This is an optimization exercise on Yosys and OpenROAD, whose aim is small area, not a production implementation.
In this exercise RTL edits were held to simulation tests only and were not proved equivalent to the original.
Power and IR drop assume default switching activity.

==> flow/design.v <==
`timescale 1ns / 1ps
module vlc_tx(
    input pclk,
    input resetn,
    input [31:0] fifo_data,
    input fifo_empty,
    input [1:0] dim,
    output reg fifo_rd_en,
    output reg tx_out,
    output reg led_check
);
    localparam IDLE = 2'b00;
    localparam SYNC = 2'b01;
    localparam SEND = 2'b10;
    localparam WAIT = 2'b11;
    reg [5:0] cnt;
    wire trig = (cnt == 6'd49);
    wire c_first = (cnt == 6'd0);        
    reg [1:0] state;
    reg idle_d;                          
    reg [8:0] bitcnt;
    reg [5:0] wpos;                      
    reg [5:0] n;                         
    reg txb;                             
    reg [2:0] look;                      
    reg par;                             
    reg buffer;
    wire [1:0] nbyte = n[5:4];
    wire [3:0] nbit = n[3:0];
    wire [4:0] sel = ~{nbyte, nbit[2:0]};
    wire fetched = nbit[3] ? par : fifo_data[sel];
    always @(posedge pclk) begin
        if (!resetn)
            cnt <= 6'd63;
        else if (trig)
            cnt <= 6'd0;
        else
            cnt <= cnt + 6'd1;
    end
    reg [1:0] nxt;
    always @(*) begin
        nxt = state;
        case (state)
            IDLE: if (buffer) nxt = SYNC;
            SYNC: if (bitcnt == 9'd9) nxt = SEND;
            SEND: begin
                if (bitcnt[4:0] == 5'd7 && fifo_empty) nxt = IDLE;
                if (bitcnt == 9'd334) nxt = WAIT;
            end
            WAIT: if (bitcnt == 9'd344) nxt = IDLE;
        endcase
    end
    always @(posedge pclk) begin
        if (!resetn) begin
            state <= IDLE;
            idle_d <= 1'b1;
            bitcnt <= 9'd0;
            buffer <= 1'b0;
        end else begin
            idle_d <= (state == IDLE);
            if (trig) begin
                state <= nxt;
                if (state != IDLE)
                    bitcnt <= (bitcnt == 9'd344) ? 9'd0 : bitcnt + 9'd1;
            end
            if (state == IDLE) begin
                if (!fifo_empty) buffer <= 1'b1;
            end else if (state == SYNC)
                buffer <= 1'b0;
        end
    end
    always @(posedge pclk) begin
        if (state == IDLE)
            wpos <= 6'd26;
        else if (trig)
            wpos <= (wpos == 6'd35) ? 6'd0 : wpos + 6'd1;
    end
    wire r = n[3];
    wire [2:0] q = n[2:0];
    wire q_step = r ? (cnt == 6'd48) : c_first;
    wire [2:0] q_next = q_step ? ((q == 3'd4) ? 3'd1 : q + 3'd1) : q;
    wire load = (state == SYNC) || (state == SEND && trig && wpos == 6'd35);
    always @(posedge pclk) begin
        if (!resetn) begin
            n <= 6'b001000;
        end else if (load) begin
            n <= 6'd3;
            look <= {fifo_data[29], fifo_data[30], fifo_data[31]};
            par <= ~(fifo_data[31] ^ fifo_data[30] ^ fifo_data[29]);
        end else if (state == SEND) begin
            if (c_first) begin
                look <= {fetched, look[2:1]};
                par <= nbit[3] ? 1'b1 : par ^ fetched;
                n <= nbit[3] ? {nbyte + 2'd1, 4'd0} : n + 6'd1;
            end
        end else if (state == IDLE) begin
            n <= idle_d ? {2'b00, r, q_next} : 6'd0;
        end
    end
    always @(posedge pclk) begin
        case (state)
            IDLE: if (trig) txb <= ~txb;
            SYNC: begin
                if (bitcnt < 9'd5) txb <= 1'b1;
                else if (bitcnt < 9'd10) txb <= 1'b0;
            end
            SEND: if (c_first) txb <= look[0];
            WAIT: txb <= 1'b0;
        endcase
    end
    always @(posedge pclk) begin
        if (!resetn)
            fifo_rd_en <= 1'b1;
        else
            fifo_rd_en <= (state == IDLE) ? fifo_empty :
                          (state == SEND && wpos == 6'd32 && cnt == 6'd1);
    end
    wire f30 = r ? (cnt >= 6'd29 && cnt <= 6'd48) : (cnt >= 6'd31 && cnt <= 6'd49) || c_first;
    wire f20 = r ? (cnt >= 6'd19 && cnt <= 6'd48) : (cnt >= 6'd21 && cnt <= 6'd49) || c_first;
    reg pattern;
    always @(*) begin
        case (dim)
            2'd2: pattern = (q >= 3'd3) || (q == 3'd2 && f30);
            2'd1: pattern = (q >= 3'd3);
            default: pattern = (q == 3'd4) || (q == 3'd3 && f20);
        endcase
    end
    reg shaped;
    always @(*) begin
        shaped = txb;
        if (state == SEND) begin
            if (cnt >= 6'd1 && cnt <= 6'd21)
                shaped = ~txb;
            else if (cnt >= 6'd22 && cnt <= 6'd31) begin
                if (dim == 2'd2) shaped = 1'b1;
                else if (dim == 2'd0) shaped = 1'b0;
                else if (cnt <= 6'd26) shaped = ~txb;
            end
        end
    end
    always @(posedge pclk) begin
        if (!resetn) begin
            tx_out <= 1'b0;
            led_check <= 1'b0;
        end else begin
            tx_out <= idle_d ? pattern : shaped;
            led_check <= idle_d && (dim == 2'd1);
        end
    end
endmodule
==> flow/flow/run.sh <==
#!/bin/bash
set -euo pipefail
WORK=$(pwd)
rm -rf "$WORK/scripts_own"
cp -r "$FLOW_HOME/scripts" "$WORK/scripts_own"
cp "$WORK/flow/abc_area.script" "$WORK/scripts_own/abc_speed.script"
bash "$WORK/standard.sh" \
  SCRIPTS_DIR="$WORK/scripts_own" \
  BUFFER_PORTS_ARGS="-buffer_cell sky130_fd_sc_hd__buf_1" \
  finish > "$WORK/flow_make.log" 2>&1
==> flow/flow/abc_area.script <==
strash
&get -n
&fraig -x
&put
scorr
dc2
dretime
strash
&get -n
&dch -f
&nf -a -p
&put
==> flow/standard.sh <==
#!/bin/bash
# synth_recipe.tcl (not shown) runs the flow's synth.tcl, then flattens the netlist and writes it again
# the make line also repeats each setting of config.mk as NAME=value (left out here)
make -C /OpenROAD-flow-scripts/flow DESIGN_CONFIG=/design/flow/config.mk WORK_HOME=/design/flow/orfs CLKGATE_MAP_FILE= SYNTH_SCRIPT=/design/flow/synth_recipe.tcl "${@:-finish}"
==> flow/config.mk <==
export PLATFORM = sky130hd
export DESIGN_NAME = vlc_tx
export DESIGN_NICKNAME = vlc_tx
export VERILOG_FILES = /design/flow/design.v
export SDC_FILE = /design/flow/constraint.sdc
export NUM_CORES = 4
export LEC_CHECK = 0
export CAP_MARGIN = 20
export CORE_MARGIN = 2
export CORE_UTILIZATION = 40
export SLEW_MARGIN = 20
==> flow/constraint.sdc <==
create_clock -name core_clock -period 10.0 [get_ports {pclk}]
set_input_delay 2.0000 -clock core_clock [delete_from_list [all_inputs] [get_ports {pclk}]]
set_output_delay 2.0000 -clock core_clock [all_outputs]
set_load 0.01 [all_outputs]
==> results.ini, run 1 <==
[timing]
timing.fmax_mhz=278.9
tightestPinTransition_ns=0.9813
tns_ns=0
period_share=0.3585
min_period_ns=3.585
timing_max_transition_violations_final=0
hold_violations=0
finalSetupViolations=0
slew_headroom=0.3389
finalClockSkew_ns=0.006087
rsz0062_at_grt=false

[yosys]
post_synth_fa_ha_maj_area_fraction=0.08114
yosysSeqAreaShare=0.3367
synth_top_cell_by_area=sky130_fd_sc_hd__dfxtp_1
synthDominantCellAreaShare=0.2759
synth_commonest_cells=34 x sky130_fd_sc_hd__dfxtp_1, 29 x sky130_fd_sc_hd__nand2_1, 27 x sky130_fd_sc_hd__nor2_1
synth_seq_cells=39
synth_area_in_compound_gates=0.2039
synth.area.mux_share=0.09939
post_synthesis_mean_instance_area_um2=8.750
async_flop_share=0
post_synth_inst_count=282
post_synth_num_cell_types=47
simple_gate_fraction_of_synth_area=0.2252
yosys_warnings=1
post_synth_xor_area_fraction=0.03550
syn_nets=335
synth_most_common_cell=sky130_fd_sc_hd__dfxtp_1
main_combinational_cell_family_by_area_after_synthesis=simple AND/OR/NAND/NOR gates
synth_area_um2=2467
yosys-top-cells-area=sky130_fd_sc_hd__dfxtp_1 28%, sky130_fd_sc_hd__mux4_2 8.2%, sky130_fd_sc_hd__ha_1 8.1%
synth_top_flop_cell=sky130_fd_sc_hd__dfxtp_1
synth_enable_flop_cells=5

[die]
core_region_area_um2=5956
core.rowCount=28
vertical_extent_of_the_die_um=82.54
die_w_um=82.54
floorplan.die_area_um2=6813
initial_core_util=0.4143
number_of_i_o_pins=40

[critical_path]
worst_r2r_startpoint=cnt[1]
worstPathRequired_ns=10.00
arrival_ns=3.59
cp-end-kind=flip-flop
worstReg2RegEnd=bitcnt[8]
ff2ff_setup_slack_ns=7.06
critical_path.startpoint_type=primary input
crit_path_max_fanout=3
worst_r2r_path_depth=9
crit_type=primary input to flip-flop

[clock_tree]
postCtsSetupRepairBufs=0
tritoncts=built
insertion_delay_ns=0.29
tritoncts_num_sinks=39
htreeDepth=2
clock_tree.buffer_depth=2
tritoncts.num_buffers=5
cts-hold-fix-buffers=0
clkTransAtPathRegs_ns=0.07
cts.root.buffer_cell=sky130_fd_sc_hd__clkbuf_8
post_cts_resized=0

[routing]
detailedRoute.firstPassIterationCount=4
detail_route.iter0.violations=189
routed_wire_length_per_instance_um=14.07
dr_total_vias=2262
vias_per_cell=5.585
drt-total-wl_mm=5.699
drc_errors=0
postRouteAntennaNets=0

[layout]
n_fill_cell=581
post_layout_nonfiller_instances=405
multiInputGateArea_um2=1592
syn2layout_area_growth_pct=13.34
layout-drive-gt1-share=0.04848
diodes=0
nets=382
seqCellArea_um2=830.8

[hold_path]
hold_path_class=flip-flop to flip-flop
timing.hold.worst_endpoint=buffer
worst_hold_path.num_cells=1
hp-start=buffer

[global_routing]
initial_antenna_violation_count=0
grt_pass1_vias=2029
grt_start_max_net_pins=20
global_route_wire_length_before_repair_mm=9.453
globalRouteOverflowTotal=0
grt_util_all_layers=0.1806

[status]
outcome=no timing/DRC/antenna violations

[placement]
dp.cells=397
hpwlAfterDp_mm=4.272
gp_congestion=0.8142
port-buffer-count=39

[power_and_ir_drop]
pwr_density_cell_nw_per_um2=125.3
leakage_nw=0.9825
worst_ir_drop_vdd_mv=0.08670

[run]
max_cap_viol_count=0

==> routing by layer <==
metal / vias up / global-route usage / share of wire
met5: - / 0 / 0
met4: 0 / 0.04754 / 0.0084
met1: 1033 / 0.2549 / 0.49
met3: 5 / 0.04674 / 0.043
li1: 1173 / - / -
met2: 51 / 0.2734 / 0.46
==> area by class of cell <==
class / instances / area share
multi-input combinational: 231 / 0.5691
inverter: 12 / 0.01611
sequential: 39 / 0.2971
clock inverter: 1 / 0.001790
tap: 75 / 0.03356
clock buffer: 7 / 0.02729
timing repair buffer: 40 / 0.05503
==> cell families after synthesis <==
group	Yosys count
DFF	39
buffers and inverters	12
adders and majority gates	16
xor gates and xnor gates	10
and+or+nand+nor	113
AOI/OAI and AO/OA	79
muxes	13
==> state kept, by name (all words and copies together), names as in the netlist <==
name and flops:
cnt 6, state 2, look 3, par 1, tx_out 1, led_check 1
fifo_rd_en 1, wpos 6, idle_d 1, buffer 1, n 6, txb 1
bitcnt 9
==> per-stage QoR <==
step                      power (mW)  setup slack (ns)  hold WS (ns)  utilization  cell area [um2]
final                         0.3505             6.415        0.4999       0.4695             2796
after global routing          0.3726             6.246        0.5266       0.4695             2796
after CTS                     0.3545             6.437        0.5048       0.4695             2796
after detailed placement      0.2483             6.123        0.4859       0.4559             2715
after global placement        0.2470             6.169        0.4751       0.4559             2715
after floorplan               0.2277             6.324        0.4667            -             2467
==> cell usage in the layout, fill, tap and decap left out, drive strengths merged, types with 2 or more instances in the layout <==
cell type	Yosys	final
a211oi	4	4
a21o	5	5
a21oi	20	20
a22oi	2	2
a31oi	10	10
and2	2	2
and3	9	9
and4	2	2
buf	0	40
clkbuf	0	7
clkinv	12	13
dfxtp	34	34
edfxtp	5	5
ha	16	16
mux2	2	2
mux2i	2	2
mux4	9	9
nand2	29	29
nand2b	4	4
nand3	8	8
nand3b	2	2
nand4	3	3
nor2	27	27
nor2b	4	4
nor3	14	14
nor4	3	3
o211ai	2	2
o21ai	19	19
o221a	2	2
o22ai	2	2
o31ai	2	2
or2	2	2
xnor2	7	7
xor2	3	3
==> worst max path at each step <==
stage | startpoint | to | slack (ns) | depth (start not counted)
final | fifo_data[29] | par | 6.41 | 7
after CTS | fifo_data[29] | par | 6.44 | 7
after detailed placement | fifo_data[29] | par | 6.12 | 7
after global routing | fifo_data[29] | look[2] | 6.25 | 7
after floorplan | fifo_data[10] | par | 6.32 | 6
after global placement | fifo_data[29] | par | 6.17 | 7
==> report_power, final <==
group	internal [mW]	switching, mW
registers	0.165	0.0162
logic	0.0307	0.0332
clock network	0.0490	0.0562
total	0.245	0.106
==> worst max-delay path: stages <==
cell and delay, ns:
sky130_fd_sc_hd__buf_1 0.11, sky130_fd_sc_hd__mux4_2 0.45, sky130_fd_sc_hd__mux4_2 0.46, sky130_fd_sc_hd__o21ai_0 0.27
sky130_fd_sc_hd__xnor2_1 0.11, sky130_fd_sc_hd__nor3_1 0.13, sky130_fd_sc_hd__a21oi_1 0.06
==> run 2: changes to the inputs <==
==> flow/run.sh (new file) <==
#!/bin/bash
# synth_recipe.tcl (not shown) runs the flow's synth.tcl, then flattens the netlist and writes it again
# the make line also repeats each setting of config.mk as NAME=value (left out here)
make -C /OpenROAD-flow-scripts/flow DESIGN_CONFIG=/design/flow/config.mk WORK_HOME=/design/flow/orfs CLKGATE_MAP_FILE= SYNTH_SCRIPT=/design/flow/synth_recipe.tcl finish
--- a/flow/config.mk
+++ b/flow/config.mk
@@ -8,4 +8,6 @@
 export CAP_MARGIN = 20
 export CORE_MARGIN = 2
 export CORE_UTILIZATION = 40
+export CTS_BUF_LIST = sky130_fd_sc_hd__clkbuf_4
+export CTS_CLUSTER_SIZE = 40
 export SLEW_MARGIN = 20
removed: flow/flow/run.sh
removed: flow/flow/abc_area.script
removed: flow/standard.sh
==> run 2 against run 1 <==
  * Clock skew rose by 0.013 ns
  * Still clean
  * Largest cell class unchanged
  * Non-clock buffer count fell by 1
  * Cell count rose by 7.7%
  * Combinational power is 16% higher
  * Sequential power hardly changed
==> results.ini, run 2 <==
[power_and_ir_drop]
worst_ir_drop_vdd_mv=0.05064
leakage_nw=1.190
clock_power_share=0.231
sw_frac_of_total=0.3098
power.switching_uw=102.1
pwr_density_cell_nw_per_um2=102.9
finalPower_uw=329.4
power.share.sequential=0.545
cellInternalPower_uw=227.4
comb_power_share=0.224

[die]
die_w_um=86.71
vertical_extent_of_the_die_um=86.71
core_region_area_um2=6719
core.rowCount=30
number_of_i_o_pins=40
initial_core_util=0.4073
floorplan.die_area_um2=7519

[layout]
most_common_cell_after_layout_fill_and_taps_aside=sky130_fd_sc_hd__clkdlybuf4s50_1
most-common-layout-cells=39 x sky130_fd_sc_hd__clkdlybuf4s50_1, 37 x sky130_fd_sc_hd__nor2_1, 34 x sky130_fd_sc_hd__dfxtp_1
layout-drive-gt1-share=0.06461
registers.top_by_ff_count=bitcnt
syn2layout_area_growth_pct=16.96
largest_register_ffs=9
post_layout_nonfiller_instances=436
diodes=0
finalInstanceArea_um2=3201
nets=409
n_fill_cell=657
fin_util=0.4764

[timing]
hold_violations=0
tns_ns=0
slew_headroom=0.3939
postLayoutSetupSlackWorst_ns=6.460
period_share=0.3540
timing.fmax_mhz=282.5
tightestPinTransition_ns=0.9092
finalClockSkew_ns=0.01889
finalSetupViolations=0
timing_max_transition_violations_final=0
min_period_ns=3.540
rsz0062_at_grt=false
hold_slack_ns=0.5000

[routing]
detail_route.iter0.violations=122
vias_per_cell=5.521
detailedRoute.firstPassIterationCount=4
drc_errors=0
drt-total-wl_mm=6.510
postRouteAntennaNets=0
dr_total_vias=2407
routed_wire_length_per_instance_um=14.93

[yosys]
post_synth_num_cell_types=57
synth_seq_cells=39
async_flop_share=0
yosys-top-cells-area=sky130_fd_sc_hd__dfxtp_1 25%, sky130_fd_sc_hd__ha_1 7.3%, sky130_fd_sc_hd__edfxtp_1 5.5%
synth_enable_flop_cells=5
synth_top_cell_by_area=sky130_fd_sc_hd__dfxtp_1
synth_most_common_cell=sky130_fd_sc_hd__nor2_1
syn_nets=378
synth_commonest_cells=37 x sky130_fd_sc_hd__nor2_1, 34 x sky130_fd_sc_hd__dfxtp_1, 29 x sky130_fd_sc_hd__nand2_1
yosysSeqAreaShare=0.3036
post_synth_inst_count=325
synth_area_um2=2736
synth_top_flop_cell=sky130_fd_sc_hd__dfxtp_1
post_synthesis_mean_instance_area_um2=8.420
yosys_warnings=1
synthDominantCellAreaShare=0.2487

[placement]
dp.cells=429
port-buffer-count=39
gp_congestion=0.7856
post-place-ws_ns=6.130
hpwlAfterDp_mm=4.903
placedInstanceArea_um2=3154

[clock_tree]
clock_tree.buffer_depth=2
postCtsSetupRepairBufs=0
insertion_delay_ns=0.34
cts.root.buffer_cell=sky130_fd_sc_hd__clkbuf_4
post_cts_resized=0
tritoncts=built
cts-hold-fix-buffers=0
clkTransAtPathRegs_ns=0.10
tritoncts.num_buffers=5
htreeDepth=2
tritoncts_num_sinks=39

[hold_path]
hold_path_class=flip-flop to flip-flop
worst_hold_path.num_cells=2

[global_routing]
grt_pass1_vias=2284
grt_util_all_layers=0.1780
global_route_wire_length_before_repair_mm=10.81
globalRouteOverflowTotal=0
grt_start_max_net_pins=21
initial_antenna_violation_count=0

[status]
outcome=no timing/DRC/antenna violations

[critical_path]
worst_r2r_startpoint=cnt[1]
crit_path_max_fanout=2
worst_r2r_path_depth=6
endpoint=par
worst_path_cell_trace=clkdlybuf4s50_1 -> mux4_2 -> o21a_1 -> a32oi_1 -> a22oi_1 -> xnor2_1 -> a31oi_1
worstPathRequired_ns=10.04
cp-end-kind=flip-flop
critical_path.max_stage_delay_ns=0.48
arrival_ns=3.58
worstReg2RegEnd=look[0]
startpoint=fifo_data[10]
slowest_stage_cell_crit_path=sky130_fd_sc_hd__mux4_2
critical_path.startpoint_type=primary input
ff2ff_setup_slack_ns=7.29
crit_type=primary input to flip-flop

[run]
max_cap_viol_count=0

run 2: cell count changes in the layout (fill, tap and decap cells not counted), sizes merged, moves of 7 or more:
cell	previous run	this run
a21oi	20	13
buf	40	0
clkdlybuf4s50	0	39
clkinv	13	2
inv	0	18
mux2i	2	9
nor2	27	38
nor3	14	6
run 2: area by class of cell:
type                    instances  area, um2  area share
multi-input cells             253       1765      0.5516
flip-flops and latches         39      830.8      0.2596
repair buffers                 39      390.4      0.1220
well taps                      80      100.1     0.03127
inverters                      18      67.56     0.02111
clock buffers                   5      37.54     0.01173
clock inverters                 2      8.758    0.002737
run 2: cell families (layout without fill, tap and decap cells):
family / count (synthesis) / count (layout) / synth area share
buffers and inverters: 33 / 64 / 0.05121
AND/OR/NAND/NOR: 125 / 125 / 0.2355
AO/OA/AOI/OAI: 79 / 79 / 0.1989
XOR/XNOR: 16 / 16 / 0.05121
multiplexers: 17 / 17 / 0.08642
adder cells (fa/ha/maj): 16 / 16 / 0.07316
flip-flops: 39 / 39 / 0.3036
run 2: power by group through the flow:
stage          combinational (mW)  clock (mW)  sequential [mW]
2_1_floorplan              0.0567           0            0.172
3_3_place_gp               0.0737           0            0.183
3_5_place_dp               0.0733           0            0.183
4_1_cts                    0.0740      0.0814            0.179
5_1_grt                    0.0832      0.0885            0.182
6_report                   0.0739      0.0760            0.179
run 2: worst min-delay path by stage:
| stage | startpoint | to | slack (ns) |
|---|---|---|---|
| floorplan | n[5] | n[5] | 0.46 |
| global placement | n[5] | n[5] | 0.49 |
| detailed placement | n[5] | n[5] | 0.49 |
| CTS | n[5] | n[5] | 0.50 |
| global route | n[5] | n[5] | 0.52 |
| finish | n[5] | n[5] | 0.50 |
run 2: metal layers:
layer	wire length (um)	GRT usage	up-vias
met5	0	0	-
met4	33	0.05682	0
met3	404	0.04000	2
met2	2918	0.2895	61
met1	3153	0.2342	1103
li1	-	-	1241
run 2: worst max-delay path, delay by kind of cell:
kind	cells	cell delay, ns
multiplexers	1	0.48
buffers and inverters	1	0.40
XOR/XNOR	1	0.16
AO/OA/AOI/OAI	4	0.54
==> run 3: changes to the inputs <==
--- a/flow/config.mk
+++ b/flow/config.mk
@@ -8,6 +8,4 @@
 export CAP_MARGIN = 20
 export CORE_MARGIN = 2
 export CORE_UTILIZATION = 40
-export CTS_BUF_LIST = sky130_fd_sc_hd__clkbuf_4
-export CTS_CLUSTER_SIZE = 40
 export SLEW_MARGIN = 20
==> run 3 against run 2 <==
  * Critical path depth is the same
  * Power grew 11%
  * Sequential cell count is the same
  * Fmax shrank 1.2%
  * Critical path type unchanged
  * Largest cell class unchanged
  * Highest routed layer unchanged
==> results.ini, run 3 <==
[layout]
most_common_cell_after_layout_fill_and_taps_aside=sky130_fd_sc_hd__clkdlybuf4s50_1
most-common-layout-cells=39 x sky130_fd_sc_hd__clkdlybuf4s50_1, 37 x sky130_fd_sc_hd__nor2_1, 34 x sky130_fd_sc_hd__dfxtp_1
syn2layout_area_growth_pct=18.47
registers.top_by_ff_count=bitcnt
largest_register_ffs=9
finalInstanceArea_um2=3242
nets=409
layout-drive-gt1-share=0.06742
post_layout_nonfiller_instances=436
fin_util=0.4825
diodes=0
n_fill_cell=652

[yosys]
synth_most_common_cell=sky130_fd_sc_hd__nor2_1
synth_enable_flop_cells=5
post_synth_num_cell_types=57
simple_gate_fraction_of_synth_area=0.2355
yosys-top-cells-area=sky130_fd_sc_hd__dfxtp_1 25%, sky130_fd_sc_hd__ha_1 7.3%, sky130_fd_sc_hd__edfxtp_1 5.5%
async_flop_share=0
post_synth_xor_area_fraction=0.05121
post_synth_inst_count=325
synth_seq_cells=39
synth.area.mux_share=0.08642
synthDominantCellAreaShare=0.2487
synth_commonest_cells=37 x sky130_fd_sc_hd__nor2_1, 34 x sky130_fd_sc_hd__dfxtp_1, 29 x sky130_fd_sc_hd__nand2_1
yosysSeqAreaShare=0.3036
post_synth_fa_ha_maj_area_fraction=0.07316
synth_area_in_compound_gates=0.1989
post_synthesis_mean_instance_area_um2=8.420
synth_area_um2=2736
yosys_warnings=1
synth_top_cell_by_area=sky130_fd_sc_hd__dfxtp_1
main_combinational_cell_family_by_area_after_synthesis=simple AND/OR/NAND/NOR gates
syn_nets=378
synth_top_flop_cell=sky130_fd_sc_hd__dfxtp_1

[routing]
drt-total-wl_mm=6.564
drc_errors=0
vias_per_cell=5.562
detail_route.iter0.violations=118
dr_total_vias=2425
detailedRoute.firstPassIterationCount=4
postRouteAntennaNets=0
routed_wire_length_per_instance_um=15.06

[power_and_ir_drop]
worst_ir_drop_vdd_mv=0.07616
leakage_nw=1.208
pwr_density_cell_nw_per_um2=112.5
finalPower_uw=364.6

[timing]
hold_slack_ns=0.4985
timing_max_transition_violations_final=0
finalSetupViolations=0
min_period_ns=3.583
slew_headroom=0.3939
postLayoutSetupSlackWorst_ns=6.417
hold_violations=0
rsz0062_at_grt=false
period_share=0.3583
tns_ns=0
tightestPinTransition_ns=0.9091
timing.fmax_mhz=279.1
finalClockSkew_ns=0.01099

[clock_tree]
tritoncts_num_sinks=39
cts.root.buffer_cell=sky130_fd_sc_hd__clkbuf_8
insertion_delay_ns=0.30
postCtsSetupRepairBufs=0
tritoncts.num_buffers=5
post_cts_resized=0
tritoncts=built
clkTransAtPathRegs_ns=0.07
clock_tree.buffer_depth=2
htreeDepth=2
cts-hold-fix-buffers=0

[placement]
post-place-ws_ns=6.130
dp.cells=429
placedInstanceArea_um2=3154
port-buffer-count=39
hpwlAfterDp_mm=4.903
gp_congestion=0.7856

[global_routing]
grt_start_max_net_pins=21
global_route_wire_length_before_repair_mm=10.81
globalRouteOverflowTotal=0
grt_util_all_layers=0.1793
grt_pass1_vias=2263
initial_antenna_violation_count=0

[critical_path]
worst_r2r_path_depth=6
critical_path.startpoint_type=primary input
cp-end-kind=flip-flop
worstPathRequired_ns=10.00
endpoint=par
crit_path_max_fanout=2
worst_r2r_startpoint=cnt[1]
startpoint=fifo_data[10]
arrival_ns=3.58
worstReg2RegEnd=look[0]
crit_type=primary input to flip-flop
ff2ff_setup_slack_ns=7.30

[hold_path]
hold_path_class=flip-flop to flip-flop
hp-start=n[5]

[status]
outcome=no timing/DRC/antenna violations

[die]
die_w_um=86.71
core.rowCount=30
number_of_i_o_pins=40
floorplan.die_area_um2=7519
vertical_extent_of_the_die_um=86.71
core_region_area_um2=6719
initial_core_util=0.4073

[run]
max_cap_viol_count=0

==> run 3: worst max-delay path, stage by stage <==
cell,delay [ns]
sky130_fd_sc_hd__clkdlybuf4s50_1,0.40
sky130_fd_sc_hd__mux4_2,0.48
sky130_fd_sc_hd__o21a_1,0.18
sky130_fd_sc_hd__a32oi_1,0.14
sky130_fd_sc_hd__a22oi_1,0.12
sky130_fd_sc_hd__xnor2_1,0.16
sky130_fd_sc_hd__a31oi_1,0.10
==> run 3: metal layers <==
metal,global-route usage,part of all wire
met5,0,0
met4,0.05256,0.0075
met3,0.05143,0.067
met2,0.2881,0.44
met1,0.2342,0.48
==> run 3: how the worst min path moves through the flow <==
stage	to	depth (start not counted)
after global placement	n[5]	2
after detailed placement	n[5]	2
final	n[5]	2
after CTS	n[5]	2
after floorplan	n[5]	2
after global routing	n[5]	2
==> run 3: final cells by class <==
class                   count  area, um2  area share
repair buffers             39      390.4      0.1204
well taps                  80      100.1     0.03088
clock inverters             1      5.005    0.001544
flip-flops and latches     39      830.8      0.2563
inverters                  18      67.56     0.02084
clock buffers               6      82.58     0.02547
multi-input cells         253       1765      0.5446
==> run 3: power by group <==
| group | switching, mW | internal, mW |
|---|---|---|
| Sequential | 0.0154 | 0.164 |
| Combinational | 0.0355 | 0.0384 |
| Clock | 0.0572 | 0.0542 |
| Total | 0.108 | 0.257 |
==> run 3: kinds of logic (layout without fill, tap and decap cells) <==
logic type      Yosys count  count (layout)
buf+inv                  33              64
flops                    39              39
fa+ha+maj                16              16
simple gates            125             125
compound gates           79              79
mux                      17              17
xor+xnor                 16              16

[port drivers added, routing unchanged]
Ports are ideal in the flow. The routed layouts listed here were re-timed in OpenROAD.
Step 1: set_driving_cell puts a clkbuf_16 on pclk and a buf_2 on each other input, an assumption about the parent block.
Step 2, shift: input delay + t, output delay - t, t = (earliest + latest rising clock arrival at the registers) / 2. This alone moves slack from input paths to output paths.
a / b / c = ideal ports / drivers / drivers and shift; a / b = the first two.
run | t (ns) | slack for setup (ns) | worst setup path after step 2
run 1 | 0.320 | 6.415 / 6.416 / 6.096 | input to register
run 2 | 0.359 | 6.460 / 6.462 / 6.102 | input to register
run 3 | 0.322 | 6.417 / 6.419 / 6.098 | input to register
After both steps every run listed still meets setup and hold. The setup slack of run 2, which loses most, moves by +0.002 ns with the drivers and by -0.358 ns with both steps.
